Background: an optimization exercise with open tools, aiming at small area and a short achievable clock period. Do not read the settings as production practice.
The RTL was checked by simulation tests, not by an equivalence proof against the original design.

**design/flow/standard.sh**
```bash
#!/bin/bash
# synth_recipe.tcl (not shown) runs the flow's synth.tcl, then flattens the netlist and writes it again
# the make line also repeats each setting of config.mk as NAME=value (left out here)
make -C /OpenROAD-flow-scripts/flow DESIGN_CONFIG=/design/flow/config.mk WORK_HOME=/design/flow/orfs CLKGATE_MAP_FILE= SYNTH_SCRIPT=/design/flow/synth_recipe.tcl "${@:-finish}"
```
**design/flow/config.mk**
```make
export PLATFORM = sky130hd
export DESIGN_NAME = sgbm_aggr_right_left
export DESIGN_NICKNAME = sgbm_aggr_right_left
export VERILOG_FILES = /design/flow/design.v
export SDC_FILE = /design/flow/constraint.sdc
export NUM_CORES = 8
export LEC_CHECK = 0
export CAP_MARGIN = 35
export CORE_AREA = 5 5 895 895
export DIE_AREA = 0 0 900 900
export SLEW_MARGIN = 35
export SYNTH_HIERARCHICAL = 1
```
**design/flow/design.v**
```verilog
`timescale 1ns / 1ns  
`default_nettype none
`timescale 1ns / 1ns  
`default_nettype none
module sgbm_lt12
(
    input  wire [11:0] a,
    input  wire [11:0] b,
    output wire        lt
);
reg     c;
integer i;
always @(*) begin
    c = 1'b0;
    for (i = 0; i < 12; i = i + 1)
        c = (~a[i] & b[i]) | (~(a[i] & ~b[i]) & c);
end
assign lt = c;
endmodule
module sgbm_mstage
(
    input  wire A,
    input  wire B,
    input  wire a,
    input  wire b,
    output wire An,
    output wire Bn,
    output wire y
);
assign y  = (A | b) & (B | a);
assign An = A | (~B & ~a & b);
assign Bn = B | (~A & a & ~b);
endmodule
module sgbm_mlast
(
    input  wire A,
    input  wire B,
    input  wire a,
    input  wire b,
    output wire y
);
assign y = (A | b) & (B | a);
endmodule
module sgbm_min2s
(
    input  wire [11:0] a,
    input  wire [11:0] b,
    input  wire        vb,
    output wire [11:0] y
);
wire [12:0] A, B;
assign A[12] = ~vb;
assign B[12] = 1'b0;
genvar i;
generate
    for (i = 11; i > 0; i = i - 1) begin : g_bit
        sgbm_mstage u_s (.A(A[i+1]), .B(B[i+1]), .a(a[i]), .b(b[i]),
                         .An(A[i]), .Bn(B[i]), .y(y[i]));
    end
endgenerate
sgbm_mlast u_l (.A(A[1]), .B(B[1]), .a(a[0]), .b(b[0]), .y(y[0]));
endmodule
module sgbm_glob
(
    input  wire [11:0] m,
    input  wire [11:0] P2,
    input  wire [12:0] PP,       
    input  wire [11:0] nP2,      
    output wire [11:0] Dn,
    output wire [12:0] K,
    output wire [11:0] nD
);
reg [12:0] S;
reg [13:0] X;
reg [11:0] N;
reg        cs, cx, cn;
integer    i;
always @(*) begin
    cs = 1'b0;
    cx = 1'b1;
    cn = 1'b1;
    for (i = 0; i < 12; i = i + 1) begin
        S[i] = m[i] ^ P2[i] ^ cs;
        cs   = (m[i] & P2[i]) | (cs & (m[i] ^ P2[i]));
        X[i] = PP[i] ^ ~m[i] ^ cx;
        cx   = (PP[i] & ~m[i]) | (cx & (PP[i] ^ ~m[i]));
        N[i] = nP2[i] ^ ~m[i] ^ cn;
        cn   = (nP2[i] & ~m[i]) | (cn & (nP2[i] ^ ~m[i]));
    end
    S[12]  = cs;
    X[12]  = PP[12] ^ 1'b1 ^ cx;
    X[13]  = 1'b0;
end
assign Dn = ~S[11:0];
assign K  = {X[12] ^ S[12], X[11:0]};
assign nD = N;
endmodule
module sgbm_add12
(
    input  wire [11:0] a,
    input  wire [11:0] b,
    output wire [11:0] s
);
reg [11:0] g, p, G, P;
reg [11:0] r;
integer i, k;
always @(*) begin
    for (i = 0; i < 12; i = i + 1) begin
        g[i] = a[i] & b[i];
        p[i] = a[i] ^ b[i];
    end
    G = g;
    P = p;
    for (k = 1; k < 12; k = k * 2)
        for (i = 2*k-1; i < 12; i = i + 2*k) begin
            G[i] = G[i] | (P[i] & G[i-k]);
            P[i] = P[i] & P[i-k];
        end
    for (k = 4; k >= 1; k = k / 2)
        for (i = 3*k-1; i < 12; i = i + 2*k) begin
            G[i] = G[i] | (P[i] & G[i-k]);
            P[i] = P[i] & P[i-k];
        end
    r[0] = p[0];
    for (i = 1; i < 12; i = i + 1)
        r[i] = p[i] ^ G[i-1];
end
assign s = r;
endmodule
module sgbm_aggr_right_left
(
    input wire                           clk,
    input wire                           rst,
    input wire [128*12-1:0]   i_cost,
    input wire                           i_cost_valid,
    input wire  [8-1:0]        i_min_disp,
    input wire  [8-1:0]        i_max_disp,
    input wire                           i_rst_aggr,
    input wire  [12-1:0]         i_P1,
    input wire  [12-1:0]         i_P2,
    output wire [128*12-1:0]   o_cost,
    output wire                          o_valid,
    output reg                           o_aggr_done
);
localparam D = 128;
localparam W = 12;
function automatic [W:0] add_rc(input [W-1:0] a, input [W-1:0] b, input cin);
    reg cy;
    integer i;
    begin
        cy = cin;
        for (i = 0; i < W; i = i + 1) begin
            add_rc[i] = a[i] ^ b[i] ^ cy;
            cy = (a[i] & b[i]) | (cy & (a[i] ^ b[i]));
        end
        add_rc[W] = cy;
    end
endfunction
function automatic lt_rc(input [W-1:0] a, input [W-1:0] b);
    reg cy;
    integer i;
    begin
        cy = 1'b0;
        for (i = 0; i < W; i = i + 1)
            cy = (~a[i] & b[i]) | (~(a[i] & ~b[i]) & cy);
        lt_rc = cy;
    end
endfunction
assign o_valid = i_cost_valid;
reg  [0:D-1][W-1:0]    Lp;
reg  [W-1:0]           m_r;
reg  [W-1:0]           P2_r;      
reg  [W:0]             PP_r;      
reg  [W-1:0]           nP2_r;     
reg  [8-1:0] R_r;
reg                    cost_valid_d1;
wire [0:D-1][W-1:0]    cost_w;
assign cost_w = i_cost;
wire                   first = ~cost_valid_d1;
localparam NG = 8;
wire [NG-1:0][W-1:0]   Dn_g;
wire [NG-1:0][W:0]     K_g;
wire [NG-1:0][W-1:0]   nD_g;
genvar gi;
generate
    for (gi = 0; gi < NG; gi = gi + 1) begin : g_glob
        sgbm_glob u_glob (.m(m_r), .P2(P2_r), .PP(PP_r), .nP2(nP2_r),
                          .Dn(Dn_g[gi]), .K(K_g[gi]), .nD(nD_g[gi]));
    end
endgenerate
wire [D:0]             lv;
wire [0:D-1][W-1:0]    L;
assign lv[D] = 1'b0;
wire [0:D-1][W:0]      u;
wire [0:D-1][W+1:0]    v;
genvar d, n;
generate
    for (d = 0; d < D; d = d + 1) begin : g_reg
        assign lv[d] = (d < R_r);
        wire [W:0] us = add_rc(Lp[d], Dn_g[d/16], 1'b1);
        assign u[d] = {~us[W], us[W-1:0]};
        wire [W:0] vs = add_rc(Lp[d], K_g[d/16][W-1:0], 1'b0);
        assign v[d] = {K_g[d/16][W] & ~vs[W], K_g[d/16][W] ^ vs[W], vs[W-1:0]};
    end
    for (d = 0; d < D; d = d + 1) begin : g_lane
        wire [W+1:0] vn;
        wire         vneg;
        if (d == 0) begin : g_l0
            assign vn   = v[1];
            assign vneg = lv[1] & v[1][W+1];
        end else if (d == D-1) begin : g_ln
            assign vn   = v[D-2];
            assign vneg = v[D-2][W+1];
        end else begin : g_lm
            wire take_r = lv[d+1] & lt_rc(Lp[d+1], Lp[d-1]);
            assign vn   = take_r ? v[d+1] : v[d-1];
            assign vneg = vn[W+1];
        end
        wire         uneg   = u[d][W];
        wire         lo_lt;
        sgbm_lt12 u_lo (.a(u[d][W-1:0]), .b(vn[W-1:0]), .lt(lo_lt));
        wire         take_u = ~first & uneg & (~vneg | lo_lt);
        wire         take_v = ~first & vneg & ~(uneg & lo_lt);
        wire [W-1:0] t      = ({W{take_u}} & u[d][W-1:0]) | ({W{take_v}} & vn[W-1:0]) | ({W{first}} & nD_g[d/16]);
        sgbm_add12 u_add (.a(cost_w[d]), .b(t), .s(L[d]));
    end
endgenerate
wire [0:63][W-1:0] t1;
wire [0:31][W-1:0] t2;
wire [0:15][W-1:0] t3;
wire [0:7][W-1:0]  t4;
wire [0:3][W-1:0]  t5;
wire [0:1][W-1:0]  t6;
wire [W-1:0]       minL;
generate
    for (n = 0; n < 64; n = n + 1) begin : g_t1
        sgbm_min2s u_m (.a(L[2*n]), .b(L[2*n+1]), .vb(lv[2*n+1]), .y(t1[n]));
    end
    for (n = 0; n < 32; n = n + 1) begin : g_t2
        sgbm_min2s u_m (.a(t1[2*n]), .b(t1[2*n+1]), .vb(lv[4*n+2]), .y(t2[n]));
    end
    for (n = 0; n < 16; n = n + 1) begin : g_t3
        sgbm_min2s u_m (.a(t2[2*n]), .b(t2[2*n+1]), .vb(lv[8*n+4]), .y(t3[n]));
    end
    for (n = 0; n < 8; n = n + 1) begin : g_t4
        sgbm_min2s u_m (.a(t3[2*n]), .b(t3[2*n+1]), .vb(lv[16*n+8]), .y(t4[n]));
    end
    for (n = 0; n < 4; n = n + 1) begin : g_t5
        sgbm_min2s u_m (.a(t4[2*n]), .b(t4[2*n+1]), .vb(lv[32*n+16]), .y(t5[n]));
    end
    for (n = 0; n < 2; n = n + 1) begin : g_t6
        sgbm_min2s u_m (.a(t5[2*n]), .b(t5[2*n+1]), .vb(lv[64*n+32]), .y(t6[n]));
    end
endgenerate
sgbm_min2s u_root (.a(t6[0]), .b(t6[1]), .vb(lv[64]), .y(minL));
assign o_cost = L;
always @(posedge clk) begin
    Lp            <= L;
    m_r           <= i_cost_valid ? minL : {W{1'b0}};
    P2_r          <= i_P2;
    PP_r          <= {1'b0, i_P1} - {1'b0, i_P2};
    nP2_r         <= {W{1'b0}} - i_P2;
    R_r           <= i_max_disp - i_min_disp;
    cost_valid_d1 <= i_cost_valid;
end
always @(posedge clk) begin
    if (rst) begin
        o_aggr_done      <= 1;
    end
    else if (i_rst_aggr) begin
        o_aggr_done      <= 0;
    end
    else if (i_cost_valid==0&&cost_valid_d1==1) begin
        o_aggr_done      <= 1;
    end
end
endmodule
```
**design/flow/constraint.sdc**
```tcl
create_clock -name core_clock -period 33.0 [get_ports {clk}]
set_input_delay 6.6000 -clock core_clock [delete_from_list [all_inputs] [get_ports {clk}]]
set_output_delay 6.6000 -clock core_clock [all_outputs]
set_load 0.01 [all_outputs]
```
**design/flow/flow/run.sh**
```bash
#!/bin/bash
# Layout flow: the standard ORFS flow (standard.sh), with small port buffers
# and timing repair aimed below the clock period.
set -euo pipefail
bash standard.sh "BUFFER_PORTS_ARGS=-buffer_cell sky130_fd_sc_hd__buf_2" "PLACE_PINS_ARGS=-min_distance 1 -min_distance_in_tracks" SETUP_SLACK_MARGIN=14 finish > flow_make.log 2>&1
```
==> flow_summary.yaml, run 1 <==
status:
  status: "complete, no violations"
critical_path:
  cp.required_ns: 26.40
  crit_path_max_incr_delay_ns: 0.79
  worst-setup-path-type: "register to primary output"
  crit_path_top_delay_cell: "fa_2"
  critPathBufInv: 8
  path_delay_family: "adder cells"
  arrival_ns: 12.36
  crit_path_end_kind: "primary output"
  path_common_cell: "fa_1"
  crit_fanout: 16
  cp-start-kind: "register"
logic_synthesis:
  synthArstFlopShare: 0
  synthFlopType: "dfxtp_1"
  postSynthAreaPerCell_sq_um: 8.02
  yosysSeqAreaShare: 0.103
  synthDominantCellAreaShare: 0.247
  synth-edff-count: 0
  synthCells: 38800
  syn_area_sq_um: 311000
  yosysTopAreaCell: "fa_1"
  ys_top_cells_by_area: "fa_1, dfxtp_1, inv_1, a21o_1, nor2_1"
  ys_ff_latch: 1594
  synth.distinct_cells: 101
  ys_warn_count: 10
floorplan:
  rows: 327
  die_h_um: 900
  die_w_um: 900
  top_level_ports: 3118
  core_area_sq_um: 791000
  initial_core_util: 0.393
  die_area_sq_um: 810000
worst_hold_path:
  hp-class: "register to register"
detailed_routing:
  drt.antenna.violating_nets: 0
  drt-initial-drc-count: 46600
  drc: 0
  vias_per_cell: 6.25
  num_vias: 333000
  drt-wirelength-per-cell_um: 38.4
  first_pass_iters: 17
  drt_wl_total_mm: 2040
clock_tree:
  cts-root-buf: "clkbuf_16"
  cts_tree: "yes"
  cts_made_buffers: 228
  insertion_delay_ns: 1.16
  path_clk_slew_ns: 0.07
  clockBufferDepth: 4
  cts_max_level: 4
  postCtsHoldBufs: 0
  cts_num_sinks: 1594
placed_design:
  gp_congestion: 1.16
  dpl.hpwl_mm: 1710
  port_buffers: 3117
job:
  drv_cap: 0
timing:
  finalCritPeriodShare: 0.575
  setup_viol: 0
  hold_ws_ns: 0.522
  min_period_ns: 18.96
  rsz0062_at_grt: "no"
  hold_viol: 0
  drv_slew: 0
  max_freq_mhz: 52.7
  tns_ns: 0
  maxSlewHeadroom: 0.145
  clock_skew_ns: 0.0948
  tightest_slew_ns: 1.28
grt:
  grt_pass1_vias: 311000
  antenna_found_initial: 508
  grt_first_pass_wirelength_mm: 2690
  overflow: 0
  grt_max_degree: 65
  grt_use_total: 0.483
finish:
  synthToLayoutAreaGrowth_pct: 13.6
  layout.nets: 48700
  layout-drive-gt1-share: 0.137
[synth_stat cells (47+ instances only)]
cell type / count
inv_1: 7172
nor2_1: 5876
fa_1: 3842
a21o_1: 2960
nand2_1: 1948
dfxtp_1: 1594
ha_1: 1452
mux2i_1: 1452
o21ai_0: 1134
nand2b_1: 975
a21oi_1: 971
clkbuf_1: 864
maj3_1: 782
o2111ai_1: 630
or3_1: 602
xnor2_1: 529
o311a_1: 368
nor3_1: 348
nand3_1: 306
maj3_2: 296
a222oi_1: 293
o211ai_1: 260
xor2_1: 260
a21oi_2: 259
o2bb2ai_1: 257
a31o_1: 256
o22ai_1: 247
a31oi_1: 240
o311ai_0: 240
nor2b_1: 232
o221ai_1: 184
buf_4: 150
nor3b_1: 142
o221a_2: 136
o22a_1: 129
nor2b_4: 128
o211ai_2: 128
conb_1: 127
buf_2: 103
buf_1: 93
a221oi_1: 83
a22oi_1: 70
mux2_2: 66
a211oi_1: 64
o31ai_1: 47
[area by class of cell]
class / count / area [sq um]
clock inverter: 154 / 2050
multi-input combinational: 29000 / 250000
inverter: 7173 / 27000
fill: 79400 / 438000
sequential: 1594 / 32100
clock buffer: 269 / 6150
antenna: 771 / 1930
tap: 10500 / 13200
timing repair buffer: 3868 / 21600
[per-module statistics from Yosys, one instance, submodules excluded]
module | cells inside | area (sq um) | flip-flops and latches
sgbm_mlast | 1 | 8.76 | 0
sgbm_aggr_right_left | 20500 | 183000 | 1594
sgbm_mstage | 5 | 26.3 | 0
sgbm_lt12 | 33 | 213 | 0
sgbm_glob | 107 | 988 | 0
sgbm_min2s | 2 | 7.51 | 0
sgbm_add12 | 46 | 427 | 0
[registers in the layout (all words and copies together), names as in the netlist]
register and count:
Lp 1536, PP_r 13, m_r 12, nP2_r 12, P2_r 11, R_r 8
cost_valid_d1 1, o_aggr_done 1
[layout by cell type (no fill, tap or decap), types with 266 or more instances in the layout]
cell type  synthesis  routed
inv_1           7172    7106
nor2_1          5876    5843
fa_1            3842    3839
buf_2            103    3121
a21o_1          2960    2960
nand2_1         1948    1944
dfxtp_1         1594    1538
ha_1            1452    1452
mux2i_1         1452    1450
o21ai_0         1134    1034
a21oi_1          971     954
nand2b_1         975     942
maj3_1           782     782
diode_2            0     771
buf_4            150     708
or3_1            602     602
o2111ai_1        630     592
xnor2_1          529     491
o311a_1          368     367
nor3_1           348     340
maj3_2           296     296
a222oi_1         293     293
nand3_1          306     289
a21oi_2          259     266
[per-layer routing]
layer / track usage / up-vias / wire [um]
li1: - / 138000 / -
met1: 0.559 / 164000 / 727000
met2: 0.671 / 24800 / 809000
met3: 0.208 / 6600 / 276000
met4: 0.430 / 206 / 226000
met5: 0.0496 / - / 5460
[what timing repair did]
item | in CTS | in global routing
pin swaps | 0 | 4
gates resized for setup | 24 | 69
buffers inserted | 3 | 29
endpoints found under the setup margin | 158 | 385
[cell families after synthesis]
logic type	after synthesis	synth area share
compound gates	9281	0.224
xor+xnor	805	0.0234
fa+ha+maj	6372	0.342
buf+inv	8388	0.104
flops	1594	0.103
mux	1518	0.0491
other cells	127	0.00153
simple gates	10700	0.154
[worst reg2reg max path: cells and delay by family (launching register included)]
| kind | cells | cell delay (ns) |
|---|---|---|
| buffers and inverters | 6 | 1.20 |
| xor gates and xnor gates | 1 | 0.66 |
| AOI/OAI and AO/OA | 20 | 4.46 |
| muxes | 1 | 0.13 |
| adders and majority gates | 15 | 6.38 |
| and+or+nand+nor | 26 | 4.68 |
| DFF | 1 | 0.37 |
[through the flow]
step / setup WS (ns) / cell area [sq um] / util / instances
floorplan: 16.51 / 312000 / - / 38900
global placement: 14.38 / 341000 / 0.431 / 52000
detailed placement: 14.63 / 342000 / 0.432 / 52100
CTS: 13.95 / 350000 / 0.443 / 52500
global route: 13.98 / 353000 / 0.446 / 53100
finish: 14.04 / 353000 / 0.447 / 53300
[path summary, 6_finish.rpt]
path                                   from           to  slack, ns  depth (start not counted)
worst max register to register      PP_r[0]       m_r[0]      15.01                         69
worst min-delay path            o_aggr_done  o_aggr_done       0.52                          2
worst max-delay path                PP_r[0]  o_cost[401]      14.04                         36
worst min register to register  o_aggr_done  o_aggr_done       0.52                          2
==> run 2, diff against run 1 <==
--- a/design/flow/design.v
+++ b/design/flow/design.v
@@ -2,20 +2,30 @@
 `default_nettype none
 `timescale 1ns / 1ns  
 `default_nettype none
-module sgbm_lt12
+module sgbm_ltbit
+(
+    input  wire a,
+    input  wire b,
+    input  wire c,
+    output wire lt
+);
+assign lt = (~a & b) | (~(a & ~b) & c);
+endmodule
+module sgbm_lt12r
 (
     input  wire [11:0] a,
     input  wire [11:0] b,
     output wire        lt
 );
-reg     c;
-integer i;
-always @(*) begin
-    c = 1'b0;
-    for (i = 0; i < 12; i = i + 1)
-        c = (~a[i] & b[i]) | (~(a[i] & ~b[i]) & c);
-end
-assign lt = c;
+wire [12:0] c;
+assign c[0] = 1'b0;
+genvar i;
+generate
+    for (i = 0; i < 12; i = i + 1) begin : g_bit
+        sgbm_ltbit u_b (.a(a[i]), .b(b[i]), .c(c[i]), .lt(c[i+1]));
+    end
+endgenerate
+assign lt = c[12];
 endmodule
 module sgbm_mstage
 (
@@ -218,7 +228,7 @@
         end
         wire         uneg   = u[d][W];
         wire         lo_lt;
-        sgbm_lt12 u_lo (.a(u[d][W-1:0]), .b(vn[W-1:0]), .lt(lo_lt));
+        sgbm_lt12r u_lo (.a(u[d][W-1:0]), .b(vn[W-1:0]), .lt(lo_lt));
         wire         take_u = ~first & uneg & (~vneg | lo_lt);
         wire         take_v = ~first & vneg & ~(uneg & lo_lt);
         wire [W-1:0] t      = ({W{take_u}} & u[d][W-1:0]) | ({W{take_v}} & vn[W-1:0]) | ({W{first}} & nD_g[d/16]);
==> design/flow/flow/run.sh (replaced) <==
#!/bin/bash
# Layout flow: the standard ORFS flow (standard.sh), with small port buffers
# and timing repair aimed below the clock period.
set -euo pipefail
bash standard.sh "BUFFER_PORTS_ARGS=-buffer_cell sky130_fd_sc_hd__buf_1" "PLACE_PINS_ARGS=-min_distance 1 -min_distance_in_tracks" SETUP_SLACK_MARGIN=15 finish > flow_make.log 2>&1
==> run 2 against run 1 <==
  * Critical path type unchanged
  * Register-to-register slack better by 0.35 ns
  * Via count decreased by 2.5%
  * Design area is 2.0% higher
  * Global-route usage is 0.82 points lower
  * Largest cell class unchanged
  * Worst hold slack better by 0.0022 ns
  * Fmax up 5.2%
  * Still clean
  * Flip-flop and latch count did not move
  * Die area did not move
  * Worst setup slack improved by 0.94 ns
==> flow_summary.yaml, run 2 <==
status:
  status: "complete, no violations"
grt:
  grt_first_pass_wirelength_mm: 2650
  grt_use_total: 0.475
  grt_max_degree: 51
  antenna_found_initial: 521
  overflow: 0
  grt_pass1_vias: 303000
critical_path:
  crit_path_top_delay_cell: "fa_1"
  crit_fanout: 16
  crit_path_end_kind: "primary output"
  worst-setup-path-type: "register to primary output"
  path_common_cell: "fa_1"
  arrival_ns: 11.42
  cp.required_ns: 26.40
  crit_path_max_incr_delay_ns: 0.64
  cp-start-kind: "register"
finish:
  post-route-util: 0.456
  synthToLayoutAreaGrowth_pct: 17.6
  largest_reg_flops: 1536
  layout.nets: 48300
  final_common_cell: "inv_1"
  top_regs: "Lp (1536), PP_r (13)"
  layout_common_cells: "inv_1, nor2_1, fa_1, a21o_1, buf_1"
  regMostFlops: "Lp"
  postLayoutCellArea_sq_um: 360000
  layout-drive-gt1-share: 0.138
timing:
  tns_ns: 0
  setup_slack_ns: 14.98
  rsz0062_at_grt: "yes"
  drv_slew: 0
  setup_viol: 0
  maxSlewHeadroom: 0.185
  finalCritPeriodShare: 0.546
  max_freq_mhz: 55.5
  tightest_slew_ns: 1.22
  clock_skew_ns: 0.0907
  min_period_ns: 18.02
  hold_viol: 0
logic_synthesis:
  synth-edff-count: 0
  synthCells: 37700
  synth.distinct_cells: 97
  synth_commonest_cells: "inv_1, nor2_1, fa_1"
  synthFlopType: "dfxtp_1"
  yosysSeqAreaShare: 0.104
  yosysTopAreaCell: "fa_1"
  postSynthAreaPerCell_sq_um: 8.12
  synthDominantCellAreaShare: 0.251
  ys_top_cells_by_area: "fa_1, dfxtp_1, inv_1, nor2_1, a21o_1"
  ys_ff_latch: 1594
  yosysMostFrequentCell: "inv_1"
  syn_area_sq_um: 306000
  synthArstFlopShare: 0
  ys_warn_count: 9
detailed_routing:
  num_vias: 325000
  drt-wirelength-per-cell_um: 38.3
  drc: 0
  drt_wl_total_mm: 2020
  vias_per_cell: 6.17
  drt.antenna.violating_nets: 0
  first_pass_iters: 13
  drt-initial-drc-count: 42000
clock_tree:
  cts_num_sinks: 1594
  cts-root-buf: "clkbuf_16"
  clockBufferDepth: 4
  cts_made_buffers: 241
  postCtsHoldBufs: 0
  cts_max_level: 4
  path_clk_slew_ns: 0.07
  cts_tree: "yes"
  insertion_delay_ns: 1.13
placed_design:
  port_buffers: 3117
  pre_cts_ws_ns: 14.70
  gp_congestion: 1.18
  dpl.hpwl_mm: 1690
  place_area_sq_um: 334000
floorplan:
  initial_core_util: 0.387
  rows: 327
  die_h_um: 900
  core_area_sq_um: 791000
  die_area_sq_um: 810000
  top_level_ports: 3118
  die_w_um: 900
worst_hold_path:
  hp-class: "register to register"
job:
  drv_cap: 0
[run 2: cell count changes in the layout (fill, tap and decap cells not counted), moves of 154 or more]
cell / change
maj3_1: -396
a222oi_1: -256
fa_1: -234
nand3_1: -167
nand3_4: +154
diode_2: -335
buf_2: -3034
buf_1: +2880
o2bb2ai_1: -254
buf_4: +406
maj3_2: +1278
nand2_1: -232
fa_2: +234
nand2b_1: -483
[run 2: modules after synthesis (local to each module, per instance), a selection]
| module | cells | flops+latches | copies in the design | cell area, sq um |
|---|---|---|---|---|
| sgbm_mlast | 1 | 0 | 127 | 8.76 |
| sgbm_aggr_right_left | 20500 | 1594 | 1 | 182000 |
| sgbm_mstage | 5 | 0 | 1397 | 26.3 |
| sgbm_glob | 105 | 0 | 8 | 981 |
| sgbm_add12 | 46 | 0 | 128 | 427 |
| sgbm_min2s | 2 | 0 | 127 | 7.51 |
| sgbm_lt12r | 1 | 0 | 128 | 3.75 |
[run 2: area by class of cell]
cell class | count | area, sq um
Antenna cell | 436 | 1090
Clock buffer | 295 | 6600
Clock inverter | 154 | 1950
Fill cell | 78400 | 431000
Inverter | 7169 | 27100
Multi-Input combinational cell | 28000 | 254000
Sequential cell | 1594 | 32100
Tap cell | 10500 | 13200
Timing Repair Buffer | 4438 | 24100
Timing Repair inverter | 3 | 17.5
[run 2: layer usage]
| metal | track usage | vias to the layer above | routed length, um |
|---|---|---|---|
| met1 | 0.546 | 160000 | 709000 |
| li1 | - | 134000 | - |
| met2 | 0.677 | 23200 | 809000 |
| met5 | 0.0286 | - | 4210 |
| met3 | 0.193 | 7172 | 261000 |
| met4 | 0.417 | 232 | 233000 |
[run 2: cell families after synthesis]
family,count (synthesis),share of synthesized area
AO/OA/AOI/OAI,8304,0.202
AND/OR/NAND/NOR,9742,0.133
XOR/XNOR,807,0.0239
other,255,0.00312
buffers and inverters,8312,0.104
multiplexers,1477,0.0485
adder cells (fa/ha/maj),7254,0.381
flip-flops,1594,0.104
[run 2: what timing repair did]
action,4_1_cts,5_1_grt
endpoints found under the setup margin,997,925
buffers inserted,169,397
gates resized for setup,1150,1316
pin swaps,104,309
cloned,4,52
[run 2: worst max-delay path, delay by kind of cell, from the launching register on]
kind / cells / cell delay [ns]
buf+inv: 8 / 0.84
compound gates: 5 / 1.10
simple gates: 4 / 0.73
flops: 1 / 0.46
fa+ha+maj: 17 / 6.93
[run 2: metrics by stage]
step           instances  hold WS, ns
2_1_floorplan      37900        0.531
3_3_place_gp       51100        0.480
3_5_place_dp       51100        0.488
4_1_cts            51700        0.503
5_1_grt            52500        0.549
6_report           52600        0.525
[run 2: worst paths after layout]
kind | end | from | cells past startpoint | slack (ns)
max | o_cost[154] | m_r[0] | 34 | 14.98
min | o_aggr_done | o_aggr_done | 2 | 0.52
max reg2reg | m_r[0] | m_r[0] | 66 | 15.36
min reg2reg | o_aggr_done | o_aggr_done | 2 | 0.52
==> run 3, diff against run 2 <==
==> design/flow/flow/run.sh (replaced) <==
#!/bin/bash
# Layout flow: the standard ORFS flow (standard.sh), with small port buffers
# and timing repair aimed below the clock period.
set -euo pipefail
bash standard.sh "BUFFER_PORTS_ARGS=-buffer_cell sky130_fd_sc_hd__buf_1" "PLACE_PINS_ARGS=-min_distance 1 -min_distance_in_tracks" SETUP_SLACK_MARGIN=14 finish > flow_make.log 2>&1
==> run 3 against run 2 <==
  * Still clean
  * Flip-flop and latch count is the same
  * Final cell count shrank 1.2%
  * Global-route usage shrank 0.30 points
  * Largest cell class unchanged
  * Highest routed layer unchanged
==> flow_summary.yaml, run 3 <==
worst_hold_path:
  hp-class: "register to register"
  holdCritStartpoint: "o_aggr_done"
  whs_path_depth: 2
  holdPathEnd: "o_aggr_done"
critical_path:
  regToRegEndpoint: "m_r[0]"
  crit_path_max_incr_delay_ns: 0.81
  cp-start-kind: "register"
  arrival_ns: 12.44
  path_common_cell: "fa_1"
  crit_path_end_kind: "primary output"
  cp.required_ns: 26.40
  critPathBufInv: 7
  reg2reg_slack_ns: 14.60
  r2r-start: "nP2_r[0]"
  worst-setup-path-type: "register to primary output"
  crit_path_top_delay_cell: "fa_1"
  r2r_cells: 65
  crit_fanout: 16
  path_delay_family: "adder cells"
clock_tree:
  cts-root-buf: "clkbuf_16"
  cts_made_buffers: 241
  cts_max_level: 4
  path_clk_slew_ns: 0.07
  cts_tree: "yes"
  cts_num_sinks: 1594
  insertion_delay_ns: 1.15
  clockBufferDepth: 4
  postCtsHoldBufs: 0
logic_synthesis:
  ys_top_cells_by_area: "fa_1, dfxtp_1, inv_1, nor2_1, a21o_1"
  synth.distinct_cells: 97
  synth-edff-count: 0
  syn_area_sq_um: 306000
  synthFlopType: "dfxtp_1"
  synthDominantCellAreaShare: 0.251
  postSynthAreaPerCell_sq_um: 8.12
  synthCells: 37700
  yosysTopAreaCell: "fa_1"
  synthArstFlopShare: 0
  ys_warn_count: 9
  yosysSeqAreaShare: 0.104
  synth_commonest_cells: "inv_1, nor2_1, fa_1"
  yosysMostFrequentCell: "inv_1"
  ys_ff_latch: 1594
finish:
  layout.nets: 47700
  layout-drive-gt1-share: 0.0950
  top_regs: "Lp (1536), PP_r (13)"
  fin_cells: 52000
  synthToLayoutAreaGrowth_pct: 12.6
  final_common_cell: "inv_1"
  regMostFlops: "Lp"
  n_fill_cell: 79700
  layout_common_cells: "inv_1, nor2_1, fa_1, buf_1, a21o_1"
  largest_reg_flops: 1536
timing:
  hold_ws_ns: 0.515
  tightest_slew_ns: 1.29
  setup_viol: 0
  clock_skew_ns: 0.109
  finalCritPeriodShare: 0.577
  max_freq_mhz: 52.5
  tns_ns: 0
  min_period_ns: 19.04
  hold_viol: 0
  rsz0062_at_grt: "yes"
  maxSlewHeadroom: 0.140
  drv_slew: 0
  setup_slack_ns: 13.96
floorplan:
  die_w_um: 900
  top_level_ports: 3118
  rows: 327
  core_area_sq_um: 791000
  die_h_um: 900
  die_area_sq_um: 810000
  initial_core_util: 0.387
detailed_routing:
  drt.antenna.violating_nets: 0
  num_vias: 319000
  drc: 0
  drt-initial-drc-count: 40400
  vias_per_cell: 6.15
  drt_wl_total_mm: 1990
  drt-wirelength-per-cell_um: 38.2
  first_pass_iters: 12
grt:
  grt_first_pass_wirelength_mm: 2630
  busiest_layer: "met2"
  met2_usage: 0.669
  grt_max_degree: 51
  grt_pass1_vias: 301000
  grt_use_total: 0.472
  antenna_found_initial: 514
  met1_usage: 0.542
  overflow: 0
  grtUsageMet3: 0.192
placed_design:
  post-place-cells: 51100
  pre_cts_ws_ns: 14.70
  port_buffers: 3117
  dpl.hpwl_mm: 1690
  gp_congestion: 1.18
job:
  drv_cap: 0
status:
  status: "complete, no violations"
run 3: cell count changes in the layout (fill, tap and decap cells not counted), moves of 157 or more:
cell / previous run / this run
buf_1: 2880 / 3042
buf_4: 1114 / 730
fa_2: 237 / 4
fa_1: 3605 / 3838
nand3_1: 122 / 289
nand3_4: 157 / 0
run 3: how the worst max path moves through the flow:
stage,startpoint,end,slack (ns),cells past startpoint
floorplan,m_r[1],o_cost[815],16.68,31
global placement,R_r[7],o_cost[1511],14.48,40
detailed placement,m_r[1],o_cost[1331],14.70,30
CTS,m_r[1],o_cost[1331],13.81,30
global route,Lp[636],o_cost[659],13.82,35
finish,nP2_r[0],o_cost[1330],13.96,30
run 3: Yosys stat by module, one instance, submodules excluded, excerpt:
module / flops+latches / cells inside
sgbm_glob: 0 / 105
sgbm_add12: 0 / 46
sgbm_mstage: 0 / 5
sgbm_ltbit: 0 / 2
sgbm_mlast: 0 / 1
sgbm_aggr_right_left: 1594 / 20500
run 3: area by class of cell:
| cell class | count | area, sq um | share of cell area |
|---|---|---|---|
| Clock buffer | 295 | 6600 | 0.0191 |
| Timing Repair Buffer | 3865 | 17600 | 0.0509 |
| Inverter | 7169 | 26900 | 0.0781 |
| Tap cell | 10500 | 13200 | 0.0382 |
| Multi-Input combinational cell | 28000 | 246000 | 0.712 |
| Sequential cell | 1594 | 32000 | 0.0928 |
| Antenna cell | 400 | 1000 | 0.00290 |
| Clock inverter | 154 | 1950 | 0.00566 |
run 3: routing by layer:
layer,vias up,wire [um],part of all wire
met3,6650,251000,0.13
li1,133000,-,-
met2,22300,796000,0.40
met4,258,229000,0.12
met1,158000,705000,0.35
met5,-,4440,0.0022
run 3: cell families after synthesis:
family | after synthesis | synth area share
flip-flops | 1594 | 0.104
multiplexers | 1477 | 0.0485
other | 255 | 0.00312
XOR/XNOR | 807 | 0.0239
adder cells (fa/ha/maj) | 7254 | 0.381
AND/OR/NAND/NOR | 9742 | 0.133
buffers and inverters | 8312 | 0.104
AO/OA/AOI/OAI | 8304 | 0.202
run 3: per-stage QoR:
| stage | cell area [sq um] | utilization |
|---|---|---|
| 2_1_floorplan | 307000 | - |
| 3_3_place_gp | 333000 | 0.421 |
| 3_5_place_dp | 334000 | 0.422 |
| 4_1_cts | 342000 | 0.433 |
| 5_1_grt | 345000 | 0.436 |
| 6_report | 345000 | 0.436 |
run 3: what timing repair did:
item	in CTS	in global routing
cloned	0	0
setup buffers	0	14
resized for setup	19	165
pin swaps	0	5
endpoints found under the setup margin	56	276
run 3: tightest hold or removal path, cell delays in order (launching register included):
cell      delay (ns)
dfxtp_1         0.33
a21oi_1         0.04
o21bai_1        0.11
==> run 4, diff against run 3 <==
--- a/design/flow/design.v
+++ b/design/flow/design.v
@@ -80,30 +80,11 @@
     output wire [12:0] K,
     output wire [11:0] nD
 );
-reg [12:0] S;
-reg [13:0] X;
-reg [11:0] N;
-reg        cs, cx, cn;
-integer    i;
-always @(*) begin
-    cs = 1'b0;
-    cx = 1'b1;
-    cn = 1'b1;
-    for (i = 0; i < 12; i = i + 1) begin
-        S[i] = m[i] ^ P2[i] ^ cs;
-        cs   = (m[i] & P2[i]) | (cs & (m[i] ^ P2[i]));
-        X[i] = PP[i] ^ ~m[i] ^ cx;
-        cx   = (PP[i] & ~m[i]) | (cx & (PP[i] ^ ~m[i]));
-        N[i] = nP2[i] ^ ~m[i] ^ cn;
-        cn   = (nP2[i] & ~m[i]) | (cn & (nP2[i] ^ ~m[i]));
-    end
-    S[12]  = cs;
-    X[12]  = PP[12] ^ 1'b1 ^ cx;
-    X[13]  = 1'b0;
-end
+wire [12:0] S = {1'b0, m} + {1'b0, P2};
+wire [13:0] X = {PP[12], PP} - {2'b00, m};
 assign Dn = ~S[11:0];
 assign K  = {X[12] ^ S[12], X[11:0]};
-assign nD = N;
+assign nD = nP2 - m;
 endmodule
 module sgbm_add12
 (
@@ -178,26 +159,15 @@
 endfunction
 assign o_valid = i_cost_valid;
 reg  [0:D-1][W-1:0]    Lp;
-reg  [W-1:0]           m_r;
-reg  [W-1:0]           P2_r;      
-reg  [W:0]             PP_r;      
-reg  [W-1:0]           nP2_r;     
 reg  [8-1:0] R_r;
 reg                    cost_valid_d1;
 wire [0:D-1][W-1:0]    cost_w;
 assign cost_w = i_cost;
 wire                   first = ~cost_valid_d1;
 localparam NG = 8;
-wire [NG-1:0][W-1:0]   Dn_g;
-wire [NG-1:0][W:0]     K_g;
-wire [NG-1:0][W-1:0]   nD_g;
-genvar gi;
-generate
-    for (gi = 0; gi < NG; gi = gi + 1) begin : g_glob
-        sgbm_glob u_glob (.m(m_r), .P2(P2_r), .PP(PP_r), .nP2(nP2_r),
-                          .Dn(Dn_g[gi]), .K(K_g[gi]), .nD(nD_g[gi]));
-    end
-endgenerate
+reg  [NG-1:0][W-1:0]   Dn_g;      
+reg  [NG-1:0][W:0]     K_g;       
+reg  [NG-1:0][W-1:0]   nD_g;      
 wire [D:0]             lv;
 wire [0:D-1][W-1:0]    L;
 assign lv[D] = 1'b0;
@@ -263,13 +233,19 @@
     end
 endgenerate
 sgbm_min2s u_root (.a(t6[0]), .b(t6[1]), .vb(lv[64]), .y(minL));
+wire [W-1:0]           m_n = i_cost_valid ? minL : {W{1'b0}};
+wire [W:0]             PP  = {1'b0, i_P1} - {1'b0, i_P2};
+wire [W-1:0]           nP2 = {W{1'b0}} - i_P2;
+wire [W-1:0]           Dn_n;
+wire [W:0]             K_n;
+wire [W-1:0]           nD_n;
+sgbm_glob u_glob (.m(m_n), .P2(i_P2), .PP(PP), .nP2(nP2), .Dn(Dn_n), .K(K_n), .nD(nD_n));
 assign o_cost = L;
 always @(posedge clk) begin
     Lp            <= L;
-    m_r           <= i_cost_valid ? minL : {W{1'b0}};
-    P2_r          <= i_P2;
-    PP_r          <= {1'b0, i_P1} - {1'b0, i_P2};
-    nP2_r         <= {W{1'b0}} - i_P2;
+    Dn_g          <= {NG{Dn_n}};
+    K_g           <= {NG{K_n}};
+    nD_g          <= {NG{nD_n}};
     R_r           <= i_max_disp - i_min_disp;
     cost_valid_d1 <= i_cost_valid;
 end
==> design/flow/flow/run.sh (replaced) <==
#!/bin/bash
# Layout flow: the standard ORFS flow (standard.sh), with small port buffers
# and timing repair aimed below the clock period.
set -euo pipefail
bash standard.sh "BUFFER_PORTS_ARGS=-buffer_cell sky130_fd_sc_hd__buf_2" "PLACE_PINS_ARGS=-min_distance 1 -min_distance_in_tracks" SETUP_SLACK_MARGIN=15 finish > flow_make.log 2>&1
--- a/design/flow/config.mk
+++ b/design/flow/config.mk
@@ -8,5 +8,6 @@
 export CAP_MARGIN = 35
 export CORE_AREA = 5 5 895 895
 export DIE_AREA = 0 0 900 900
+export PLACE_DENSITY = 0.75
 export SLEW_MARGIN = 35
 export SYNTH_HIERARCHICAL = 1
==> run 4 against run 3 <==
  * Synthesized cell count down 1.0%
  * Area after synthesis down 1.9%
  * The flow now stops in global routing
==> flow_summary.yaml, run 4 <==
grt:
  overflow: 42
  grt_pass1_vias: 304000
  grt_max_degree: 53
  grt_first_pass_wirelength_mm: 2590
  grt_use_total: 0.466
status:
  failed_stage: "global routing"
  status: "stopped before the end"
  error_line: "[ERROR GRT-0116] Global routing finished with congestion. Check the congestion regions in the DRC Viewer."
logic_synthesis:
  synth-edff-count: 0
  yosysTopAreaCell: "fa_1"
  yosysSeqAreaShare: 0.105
  ys_top_cells_by_area: "fa_1, dfxtp_1, inv_1, nor2_1, a21o_1"
  yosys.area_share.simple: 0.142
  synthArstFlopShare: 0
  synth.distinct_cells: 105
  yosysMostFrequentCell: "inv_1"
  synthCells: 37400
  synthDominantCellAreaShare: 0.239
  synth_top_family_by_area: "adder cells"
  synth_compound_area_frac: 0.205
  synthFlopType: "dfxtp_1"
  ys_warn_count: 8
  synthMuxAreaShare: 0.0494
  synth-xor-area-share: 0.0238
  syn_area_sq_um: 301000
  synth_fa_ha_area_frac: 0.372
  postSynthAreaPerCell_sq_um: 8.05
  synth_commonest_cells: "inv_1, nor2_1, fa_1"
  ys_ff_latch: 1583
clock_tree:
  cts-root-buf: "clkbuf_16"
  cts_num_sinks: 1583
  cts_max_level: 4
  cts_made_buffers: 231
  clockBufferDepth: 4
placed_design:
  port_buffers: 3117
  gp_congestion: 1.20
  dpl.hpwl_mm: 1580
floorplan:
  initial_core_util: 0.380
  rows: 327
  die_w_um: 900
  die_h_um: 900
  top_level_ports: 3118
run 4: cell count changes after synthesis, sizes merged, moves of 75 or more:
cell and change:
nor3 +350, o2111ai +83, o211ai -77, nor2 +265, a21oi -96, o21ai +149
inv -713, nand2 -382, a211oi +411, clkbuf +75, fa -253, o311a -357
run 4: logic make-up after synthesis:
kind of cell | after synthesis
xor+xnor | 816
fa+ha+maj | 7015
compound gates | 8414
mux | 1482
other cells | 255
buf+inv | 7704
simple gates | 10100
flops | 1583
run 4: stage by stage:
stage | instances | setup WS, ns | util | area, sq um
floorplan | 37500 | 15.00 | - | 302000
global placement | 50600 | 12.64 | 0.419 | 332000
detailed placement | 50600 | 12.89 | 0.420 | 332000
CTS | 51100 | 14.98 | 0.434 | 343000
run 4: metal layers:
metal  overflow  GRT usage
met5          0     0.0653
met3          0      0.308
met4         14      0.389
met2         27      0.594
met1          1      0.522
run 4: worst max path at each step:
stage / from / end / slack (ns) / cells after the start
CTS: Lp[361] / K_g[90] / 14.98 / 77
detailed placement: R_r[7] / K_g[90] / 12.89 / 85
global placement: R_r[7] / K_g[90] / 12.64 / 83
floorplan: K_g[92] / o_cost[167] / 15.00 / 26
run 4: Yosys stat by module, one instance, submodules excluded:
module / flops+latches / cells
sgbm_aggr_right_left: 1583 / 20700
sgbm_glob: 0 / 218
sgbm_add12: 0 / 46
sgbm_mstage: 0 / 5
sgbm_ltbit: 0 / 2
sgbm_mlast: 0 / 1
sgbm_min2s: 0 / 2
sgbm_lt12r: 0 / 1
run 4: timing repair:
item	4_1_cts
hold buffers	0
setup endpoints to repair	991
pin swaps	16
resized for setup	464
setup buffers	34
cloned	2
==> run 5, diff against run 4 <==
--- a/design/flow/config.mk
+++ b/design/flow/config.mk
@@ -8,6 +8,5 @@
 export CAP_MARGIN = 35
 export CORE_AREA = 5 5 895 895
 export DIE_AREA = 0 0 900 900
-export PLACE_DENSITY = 0.75
 export SLEW_MARGIN = 35
 export SYNTH_HIERARCHICAL = 1
==> run 5 against run 4 <==
  * The run now finishes clean
  * Area after synthesis stayed put
  * Synthesized cell count stayed put
==> flow_summary.yaml, run 5 <==
placed_design:
  pre_cts_ws_ns: 13.76
  dpl.hpwl_mm: 1710
  port_buffers: 3117
  post-place-cells: 50700
  place_area_sq_um: 333000
  gp_congestion: 1.24
logic_synthesis:
  synthArstFlopShare: 0
  synthDominantCellAreaShare: 0.239
  synth_commonest_cells: "inv_1, nor2_1, fa_1"
  yosysTopAreaCell: "fa_1"
  yosysSeqAreaShare: 0.105
  synthCells: 37400
  yosysMostFrequentCell: "inv_1"
  syn_area_sq_um: 301000
  ys_top_cells_by_area: "fa_1, dfxtp_1, inv_1, nor2_1, a21o_1"
  synth.distinct_cells: 105
  synth-edff-count: 0
  synthFlopType: "dfxtp_1"
  postSynthAreaPerCell_sq_um: 8.05
  ys_ff_latch: 1583
  ys_warn_count: 8
timing:
  min_period_ns: 18.15
  hold_viol: 0
  tns_ns: 0
  drv_slew: 0
  max_freq_mhz: 55.1
  rsz0062_at_grt: "yes"
  setup_slack_ns: 14.85
  clock_skew_ns: 0.0951
  maxSlewHeadroom: 0.114
  tightest_slew_ns: 1.33
  finalCritPeriodShare: 0.550
  setup_viol: 0
  hold_ws_ns: 0.510
finish:
  synthToLayoutAreaGrowth_pct: 17.8
  top_regs: "Lp (1536), K_g (13)"
  final_common_cell: "inv_1"
  regMostFlops: "Lp"
  largest_reg_flops: 1536
  layout.nets: 47300
  post-route-util: 0.448
  layout-drive-gt1-share: 0.201
  fin_cells: 51900
  layout_common_cells: "inv_1, nor2_1, fa_1, buf_2, a21o_1"
  postLayoutCellArea_sq_um: 354000
  n_fill_cell: 78600
clock_tree:
  postCtsHoldBufs: 0
  path_clk_slew_ns: 0.07
  cts_max_level: 4
  cts-root-buf: "clkbuf_16"
  cts_num_sinks: 1583
  cts_tree: "yes"
  clockBufferDepth: 4
  insertion_delay_ns: 1.14
  cts_made_buffers: 238
critical_path:
  crit_fanout: 17
  crit_path_max_incr_delay_ns: 0.67
  path_common_cell: "fa_1"
  worst-setup-path-type: "register to primary output"
  crit_path_top_delay_cell: "fa_1"
  cp-start-kind: "register"
  cp.required_ns: 26.40
  reg2reg_slack_ns: 14.99
  arrival_ns: 11.55
  crit_path_end_kind: "primary output"
floorplan:
  core_area_sq_um: 791000
  initial_core_util: 0.380
  rows: 327
  die_w_um: 900
  die_h_um: 900
  die_area_sq_um: 810000
  top_level_ports: 3118
grt:
  grt_first_pass_wirelength_mm: 2650
  grt_pass1_vias: 301000
  antenna_found_initial: 443
  grt_max_degree: 61
  grt_use_total: 0.480
  overflow: 0
detailed_routing:
  drt_wl_total_mm: 2040
  drt-wirelength-per-cell_um: 39.3
  vias_per_cell: 6.31
  num_vias: 327000
  drt.antenna.violating_nets: 0
  first_pass_iters: 14
  drt-initial-drc-count: 48200
  drc: 0
job:
  drv_cap: 0
worst_hold_path:
  hp-class: "register to register"
status:
  status: "complete, no violations"
run 5: cell families after synthesis:
logic type / count (synthesis) / share of synthesized area
simple gates: 10100 / 0.142
flops: 1583 / 0.105
compound gates: 8414 / 0.205
fa+ha+maj: 7015 / 0.372
xor+xnor: 816 / 0.0238
mux: 1482 / 0.0494
buf+inv: 7704 / 0.0986
other cells: 255 / 0.00318
run 5: final cells by class:
cell class,instances,area (sq um),share of cell area
diodes,462,1160,0.00326
clock buffers,290,6460,0.0182
clock inverters,152,1870,0.00529
inverters,6456,24500,0.0691
multi-input cells,28200,249000,0.704
flip-flops and latches,1583,31800,0.0899
well taps,10500,13200,0.0372
repair buffers,4193,25700,0.0727
repair inverters,1,5.00,0.0000141
run 5: path summary, 6_finish.rpt:
kind / from / to / cells past startpoint
setup / recovery: K_g[91] / o_cost[95] / 32
hold reg to reg: o_aggr_done / o_aggr_done / 2
setup reg to reg: Lp[468] / K_g[90] / 77
hold / removal: o_aggr_done / o_aggr_done / 2
run 5: Yosys stat by module, one instance, submodules excluded:
module,cells inside,times used,cell area (sq um),flops+latches
sgbm_aggr_right_left,20700,1,182000,1583
sgbm_glob,218,1,1610,0
sgbm_mstage,5,1397,26.3,0
sgbm_add12,46,128,427,0
sgbm_ltbit,2,1536,15.0,0
sgbm_min2s,2,127,7.51,0
sgbm_mlast,1,127,8.76,0
sgbm_lt12r,1,128,3.75,0
run 5: layer usage:
metal | up-vias | GRT usage | wire length [um]
met5 | - | 0.0344 | 3940
met3 | 6769 | 0.208 | 292000
met4 | 222 | 0.428 | 234000
met2 | 26000 | 0.635 | 767000
li1 | 133000 | - | -
met1 | 162000 | 0.581 | 743000
run 5: worst max-delay path, delay by kind of cell, from the launching register on:
family	cells	cell delay, ns
AO/OA/AOI/OAI	5	1.17
XOR/XNOR	1	0.19
adder cells (fa/ha/maj)	15	6.18
buffers and inverters	7	1.28
flip-flops	1	0.58
multiplexers	1	0.14
AND/OR/NAND/NOR	3	0.76
run 5: repair_timing:
| item | 4_1_cts | 5_1_grt |
|---|---|---|
| setup buffers | 57 | 217 |
| pin swaps | 27 | 150 |
| resized for setup | 548 | 1331 |
| endpoints found under the setup margin | 894 | 818 |
| gates cloned | 0 | 23 |
| endpoints found under the hold margin | 0 | 0 |
==> run 6, diff against run 5 <==
==> design/flow/flow/run.sh (replaced) <==
#!/bin/bash
# Layout flow: the standard ORFS flow (standard.sh), with small port buffers
# and timing repair aimed below the clock period.
set -euo pipefail
bash standard.sh "BUFFER_PORTS_ARGS=-buffer_cell sky130_fd_sc_hd__buf_1" "PLACE_PINS_ARGS=-min_distance 1 -min_distance_in_tracks" SETUP_SLACK_MARGIN=15 finish > flow_make.log 2>&1
==> run 6 against run 5 <==
  * Flip-flop and latch count unchanged
  * Utilization fell by 0.38 points
  * Highest routed layer unchanged
  * Clock skew grew 0.032 ns
  * Count of clock-buffer cells in the layout grew 1
  * Global-route usage increased by 0.10 points
  * Critical path type unchanged
  * Fmax increased by 0.42%
  * Non-clock buffer count is 110 higher
  * Final cell count hardly changed
  * Die area unchanged
  * Critical endpoint is now o_cost[1451]
  * Area after synthesis is the same
  * Sequential share of layout area increased by 0.073 points
==> flow_summary.yaml, run 6 <==
status:
  status: "complete, no violations"
logic_synthesis:
  syn_area_sq_um: 301000
  yosysMostFrequentCell: "inv_1"
  ys_top_cells_by_area: "fa_1, dfxtp_1, inv_1, nor2_1, a21o_1"
  synth-edff-count: 0
  yosysTopAreaCell: "fa_1"
  ys_ff_latch: 1583
  yosysSeqAreaShare: 0.105
  synthFlopType: "dfxtp_1"
  synth_commonest_cells: "inv_1, nor2_1, fa_1"
  synthDominantCellAreaShare: 0.239
  synthArstFlopShare: 0
  postSynthAreaPerCell_sq_um: 8.05
  ys_warn_count: 8
  synthCells: 37400
  synth.distinct_cells: 105
finish:
  regMostFlops: "Lp"
  layout-drive-gt1-share: 0.133
  final_common_cell: "inv_1"
  post-route-util: 0.444
  n_fill_cell: 78700
  layout.nets: 47400
  seq_area_sq_um: 31800
  postLayoutCellArea_sq_um: 351000
  largest_reg_flops: 1536
  top_regs: "Lp (1536), K_g (13)"
  synthToLayoutAreaGrowth_pct: 16.8
  layout_common_cells: "inv_1, nor2_1, fa_1, a21o_1, buf_1"
  multiInputGateArea_sq_um: 250000
critical_path:
  worst-setup-path-type: "register to primary output"
  r2r_cells: 79
  cp.required_ns: 26.40
  cp-start-kind: "register"
  r2r-start: "Lp[432]"
  arrival_ns: 11.48
  path_common_cell: "fa_1"
  reg2reg_slack_ns: 15.04
  regToRegEndpoint: "K_g[90]"
  crit_fanout: 16
  crit_path_top_delay_cell: "fa_1"
  crit_path_end_kind: "primary output"
  crit_path_max_incr_delay_ns: 0.62
placed_design:
  gp_congestion: 1.24
  dpl.hpwl_mm: 1710
  port_buffers: 3117
  pre_cts_ws_ns: 13.52
  place_area_sq_um: 329000
timing:
  setup_slack_ns: 14.92
  maxSlewHeadroom: 0.168
  hold_viol: 0
  setup_viol: 0
  tightest_slew_ns: 1.25
  max_freq_mhz: 55.3
  hold_ws_ns: 0.519
  rsz0062_at_grt: "yes"
  finalCritPeriodShare: 0.548
  min_period_ns: 18.08
  drv_slew: 0
  tns_ns: 0
  clock_skew_ns: 0.127
floorplan:
  rows: 327
  die_h_um: 900
  core_area_sq_um: 791000
  initial_core_util: 0.380
  die_area_sq_um: 810000
  die_w_um: 900
  top_level_ports: 3118
detailed_routing:
  drt.antenna.violating_nets: 0
  drt_wl_total_mm: 2050
  first_pass_iters: 15
  num_vias: 329000
  drt-wirelength-per-cell_um: 39.4
  drt-initial-drc-count: 48500
  drc: 0
  vias_per_cell: 6.34
clock_tree:
  insertion_delay_ns: 1.17
  cts_max_level: 4
  path_clk_slew_ns: 0.07
  postCtsHoldBufs: 0
  cts_made_buffers: 237
  cts-root-buf: "clkbuf_16"
  cts_num_sinks: 1583
  clockBufferDepth: 4
  cts_tree: "yes"
grt:
  grt_max_degree: 51
  antenna_found_initial: 393
  grt_use_total: 0.481
  grt_first_pass_wirelength_mm: 2660
  overflow: 0
  grt_pass1_vias: 301000
worst_hold_path:
  hp-class: "register to register"
  holdCritStartpoint: "o_aggr_done"
  holdPathEnd: "o_aggr_done"
  whs_path_depth: 2
job:
  drv_cap: 0
## run 6: cell counts after synthesis
No cell type changed its count.
## run 6: worst max-delay path by stage
stage	startpoint	endpoint	slack [ns]	depth (start not counted)
6_report	K_g[91]	o_cost[1451]	14.92	36
5_1_grt	Lp[432]	K_g[90]	14.57	78
4_1_cts	R_r[7]	o_cost[1511]	14.98	42
3_5_place_dp	R_r[7]	K_g[90]	13.52	83
3_3_place_gp	R_r[7]	K_g[90]	13.26	82
2_1_floorplan	K_g[92]	o_cost[167]	15.00	26
## run 6: per-stage QoR
step                      instances
final                         51900
after global routing          51700
after CTS                     51200
after detailed placement      50700
after global placement        50700
after floorplan               37500
## run 6: layout make-up
class	instances	area share
Timing Repair inverter	1	0.0000143
Multi-Input combinational cell	28200	0.711
Clock inverter	145	0.00467
Timing Repair Buffer	4303	0.0655
Clock buffer	291	0.0185
Tap cell	10500	0.0375
Sequential cell	1583	0.0906
Inverter	6456	0.0697
Antenna cell	368	0.00262
## run 6: what timing repair did
item	CTS	global route
resized for setup	789	1366
setup buffers	69	279
hold endpoints to repair	0	0
cloned	1	30
pin swaps	42	207
setup endpoints to repair	886	865
## run 6: modules after synthesis (local to each module, per instance)
module	times used	cell area, sq um	cells
sgbm_add12	128	427	46
sgbm_mstage	1397	26.3	5
sgbm_ltbit	1536	15.0	2
sgbm_lt12r	128	3.75	1
sgbm_min2s	127	7.51	2
sgbm_glob	1	1610	218
sgbm_aggr_right_left	1	182000	20700
sgbm_mlast	127	8.76	1
## run 6: cell families after synthesis
logic type / count (synthesis) / synth area share
AO/OA/AOI/OAI: 8414 / 0.205
adder cells (fa/ha/maj): 7015 / 0.372
buffers and inverters: 7704 / 0.0986
flip-flops: 1583 / 0.105
AND/OR/NAND/NOR: 10100 / 0.142
XOR/XNOR: 816 / 0.0238
other: 255 / 0.00318
multiplexers: 1482 / 0.0494
## run 6: routing by layer
layer / vias to the layer above / part of all wire / wire length (um) / track usage
met5: - / 0.0015 / 3040 / 0.0266
met4: 232 / 0.11 / 233000 / 0.424
met3: 7060 / 0.15 / 300000 / 0.214
met2: 26700 / 0.37 / 766000 / 0.634
met1: 162000 / 0.36 / 744000 / 0.583
li1: 133000 / - / - / -
## run 6: worst max-delay path: cells and delay by family, from the launching register on
kind / cells / cell delay [ns]
AOI/OAI and AO/OA: 8 / 1.46
xor gates and xnor gates: 1 / 0.14
adders and majority gates: 16 / 5.97
buffers and inverters: 9 / 1.80
DFF: 1 / 0.41
and+or+nand+nor: 2 / 0.33

port drivers added, routing unchanged:
The flow's constraints put no driver on any port. The routed layouts listed below were extracted and timed again, unchanged, in two steps. Step 1 sets driving cells, clkbuf_16 on the clock port and buf_2 on the other inputs (assumed; they add their load-dependent delay and slew). Step 2 times the ports against the registers' clock, not the clock port: input delays grow and output delays shrink by t, the midpoint of the rising clock arrivals with the driver on. Three values: ideal, step 1, step 2; two values: the first two.
| run | shift t [ns] | setup WS [ns] | clock arrival spread, ns |
|---|---|---|---|
| run 1 | 1.267 | 14.038 / 13.867 / 15.014 | 0.121 / 0.122 |
| run 2 | 1.247 | 14.981 / 14.811 / 15.357 | 0.115 / 0.115 |
| run 3 | 1.240 | 13.959 / 13.801 / 14.602 | 0.130 / 0.129 |
| run 5 | 1.259 | 14.847 / 14.673 / 14.988 | 0.116 / 0.115 |
| run 6 | 1.271 | 14.922 / 14.764 / 15.044 | 0.130 / 0.130 |
After both steps every run listed still meets setup and hold.
